Context: an optimization exercise on an open-source flow, tuned for small area. The choices shown serve that exercise and are no tape-out recipe. Where RTL was checked, it was by simulation tests only, not by an equivalence proof against the original. No activity file was given, so power comes from the tool's default toggle rates. The flow treats the clock pin as an ideal source, which a real chip does not have.

Setup of the previous run:
// cam
module cam #(parameter WIDTH = 32, parameter ADDR_WIDTH = 5)
  (
   input                         clk_i,
   input                         rst_i,
   input                         read_enable_i,
   input  [ADDR_WIDTH - 1 : 0]   read_index_i,
   input                         write_enable_i,
   input  [ADDR_WIDTH - 1 : 0]   write_index_i,
   input  [WIDTH - 1 : 0]        write_data_i,
   input                         search_enable_i,
   input  [WIDTH - 1 : 0]        search_data_i,
   output logic                  read_valid_o,
   output logic [WIDTH - 1 : 0]  read_value_o,
   output logic                  search_valid_o,
   output logic [ADDR_WIDTH - 1 : 0] search_index_o
   );
   localparam DEPTH = 1 << ADDR_WIDTH;
   logic [DEPTH - 1 : 0][WIDTH - 1 : 0] mem;
   logic [WIDTH - 1 : 0][DEPTH - 1 : 0] mem_t;
   logic [DEPTH - 1 : 0] valid;
   logic [DEPTH - 1 : 0] wen;
   logic [DEPTH - 1 : 0] rsel;
   logic [DEPTH - 1 : 0] match_n;
   logic [DEPTH - 1 : 0] match;
   assign match = ~match_n;
   generate
      for (genvar j = 0; j < DEPTH; j++) begin : g_row
         always_ff @(posedge clk_i)
           if (wen[j]) mem[j] <= write_data_i;
  ...
For scale: about 1100 flip-flops, roughly 120 I/O pins, about 0.048 sq mm of cells after synthesis.
==> module sel_and2, before the edit <==
module sel_and2 (input a, input b, output y);
   assign y = a & b;
endmodule
==> module cam_decoder, before the edit <==
module cam_decoder (input en, input [4:0] idx, output logic [31:0] dec);
   logic [3:0] lo;
   logic [7:0] hi;
   always_comb begin
      for (int k = 0; k < 4; k++) lo[k] = en & (idx[1:0] == k);
      for (int k = 0; k < 8; k++) hi[k] = (idx[4:2] == k);
   end
   for (genvar j = 0; j < 32; j++) begin : g_dec
      sel_and2 u_and (.a(lo[j % 4]), .b(hi[j / 4]), .y(dec[j]));
   end
endmodule
==> module cam, before the edit <==
module cam #(parameter WIDTH = 32, parameter ADDR_WIDTH = 5)
  (
   input                         clk_i,
   input                         rst_i,
   input                         read_enable_i,
   input  [ADDR_WIDTH - 1 : 0]   read_index_i,
   input                         write_enable_i,
   input  [ADDR_WIDTH - 1 : 0]   write_index_i,
   input  [WIDTH - 1 : 0]        write_data_i,
   input                         search_enable_i,
   input  [WIDTH - 1 : 0]        search_data_i,
   output logic                  read_valid_o,
   output logic [WIDTH - 1 : 0]  read_value_o,
   output logic                  search_valid_o,
   output logic [ADDR_WIDTH - 1 : 0] search_index_o
   );
   localparam DEPTH = 1 << ADDR_WIDTH;
   logic [DEPTH - 1 : 0][WIDTH - 1 : 0] mem;
   logic [WIDTH - 1 : 0][DEPTH - 1 : 0] mem_t;
   logic [DEPTH - 1 : 0] valid;
   logic [DEPTH - 1 : 0] wen;
   logic [DEPTH - 1 : 0] rsel;
   logic [DEPTH - 1 : 0] match_n;
   logic [DEPTH - 1 : 0] match;
   assign match = ~match_n;
   generate
      for (genvar j = 0; j < DEPTH; j++) begin : g_row
         always_ff @(posedge clk_i)
           if (wen[j]) mem[j] <= write_data_i;
         always_ff @(posedge clk_i)
           if (rst_i) valid[j] <= 1'b0;
           else if (wen[j]) valid[j] <= 1'b1;
         row_match u_match (.q(mem[j]), .s(search_data_i), .v(valid[j]), .m_n(match_n[j]));
         for (genvar b = 0; b < WIDTH; b++) begin : g_t
            assign mem_t[b][j] = mem[j][b];
         end
      end
      for (genvar b = 0; b < WIDTH; b++) begin : g_col
         read_col u_col (.sel(rsel), .d(mem_t[b]), .y(read_value_o[b]));
      end
   endgenerate
   cam_decoder u_wdec (.en(write_enable_i), .idx(write_index_i), .dec(wen));
   cam_decoder u_rdec (.en(1'b1), .idx(read_index_i), .dec(rsel));
   assign read_valid_o = |(rsel & valid);
   always_comb begin
      search_valid_o = search_enable_i & (|match);
      search_index_o = '0;
      for (int j = DEPTH - 1; j >= 0; j--)
        if (match[j]) search_index_o = j[ADDR_WIDTH - 1 : 0];
   end
endmodule
clock: 10.0 ns
lec_check: 0
cap_margin: 0
core_margin: 2
core_utilization: 67
setup_slack_margin: 0.3
slew_margin: 0
synth_hierarchical: 1
synth_minimum_keep_size: 0
standard.sh (not shown) runs the stock make flow with config.mk's settings and CLKGATE_MAP_FILE= SYNTH_SCRIPT=/design/flow/synth_recipe.tcl, a recipe that flattens the netlist after the stock synthesis.
==> flow/flow/run.sh <==
#!/bin/bash
# Own flow: the standard layout (standard.sh), with these changes:
#  - the port buffers are sky130 buf_2 cells instead of the resizer's default
#  - clock tree: larger sink clusters on clkbuf_16, no dummy loads
# Each step's full output goes to the ORFS logs under orfs/logs/, and
# standard.sh's own output to standard.log in this folder.
set -euo pipefail
export BUFFER_PORTS_ARGS="-buffer_cell sky130_fd_sc_hd__buf_2"
export CTS_ARGS="-sink_clustering_enable -repair_clock_nets -sink_clustering_size 30 -sink_clustering_max_diameter 90 -buf_list sky130_fd_sc_hd__clkbuf_16 -dont_use_dummy_load"
bash standard.sh finish > standard.log 2>&1
The following lists how the current run was set up differently from the previous run:
diff --git a/flow/design.v b/flow/design.v
--- a/flow/design.v
+++ b/flow/design.v
@@ -16,18 +16,4 @@
    assign u[2] = ~&t[9:8];
    ao221 u_last (.a1(sel[30]), .a2(d[30]), .b1(sel[31]), .b2(d[31]), .c(|u), .y(y));
-endmodule
-module sel_and2 (input a, input b, output y);
-   assign y = a & b;
-endmodule
-module cam_decoder (input en, input [4:0] idx, output logic [31:0] dec);
-   logic [3:0] lo;
-   logic [7:0] hi;
-   always_comb begin
-      for (int k = 0; k < 4; k++) lo[k] = en & (idx[1:0] == k);
-      for (int k = 0; k < 8; k++) hi[k] = (idx[4:2] == k);
-   end
-   for (genvar j = 0; j < 32; j++) begin : g_dec
-      sel_and2 u_and (.a(lo[j % 4]), .b(hi[j / 4]), .y(dec[j]));
-   end
 endmodule
 module row_match (input [31:0] q, input [31:0] s, input v, output m_n);
@@ -61,4 +47,5 @@
    generate
       for (genvar j = 0; j < DEPTH; j++) begin : g_row
+         assign wen[j] = write_enable_i & (write_index_i == j);
          always_ff @(posedge clk_i)
            if (wen[j]) mem[j] <= write_data_i;
@@ -66,4 +53,5 @@
            if (rst_i) valid[j] <= 1'b0;
            else if (wen[j]) valid[j] <= 1'b1;
+         assign rsel[j]  = (read_index_i == j);
          row_match u_match (.q(mem[j]), .s(search_data_i), .v(valid[j]), .m_n(match_n[j]));
          for (genvar b = 0; b < WIDTH; b++) begin : g_t
@@ -75,6 +63,4 @@
       end
    endgenerate
-   cam_decoder u_wdec (.en(write_enable_i), .idx(write_index_i), .dec(wen));
-   cam_decoder u_rdec (.en(1'b1), .idx(read_index_i), .dec(rsel));
    assign read_valid_o = |(rsel & valid);
    always_comb begin
--- outcome ---
Diff the current run and the previous run: count of unique library cells instantiated by Yosys lower in the previous run
Of the current run and the previous run, the higher final cell count belongs to the current run.
Between the previous run and the current run, the flow reports met2 wirelength from detailed routing decreasing slightly.
Compared to the previous run, the current run has critical path depth 1 higher.
When the current run is measured against the previous run, its critical path arrival turns out 560 ps higher.
Combinational cell fraction of total power up 0.9 points in the current run wrt the previous run
The RTL of the current run was laid out without a check of its function.

[static timing again, ports no longer ideal]
No port has a modelled driver above. Below, the same layouts with a new extraction and two added sets of constraints. Step 1 sets driving cells, clkbuf_16 on the clock port and buf_2 on the other inputs (assumed; they add their load-dependent delay and slew). Step 2 adds t to the input delays and takes it off the output delays; t is the mean of the earliest and latest rising clock arrival at the registers after step 1. Input paths then give back, and output paths get back, about the clock's delay inside the block. Three values: ideal ports, drivers, drivers and shift; two values: the first two.
run	t, ns	slack for setup (ns)	slew at the worst register clock pin (ns)
the previous run	0.697	2.322 / 2.298 / 2.298	0.12 / 0.12
the current run	0.692	1.760 / 1.735 / 1.735	0.12 / 0.12
After both steps setup and hold are still met in every run listed. For the current run, which loses most, drivers alone change the setup slack by -0.025 ns; drivers and shift together by -0.025 ns.
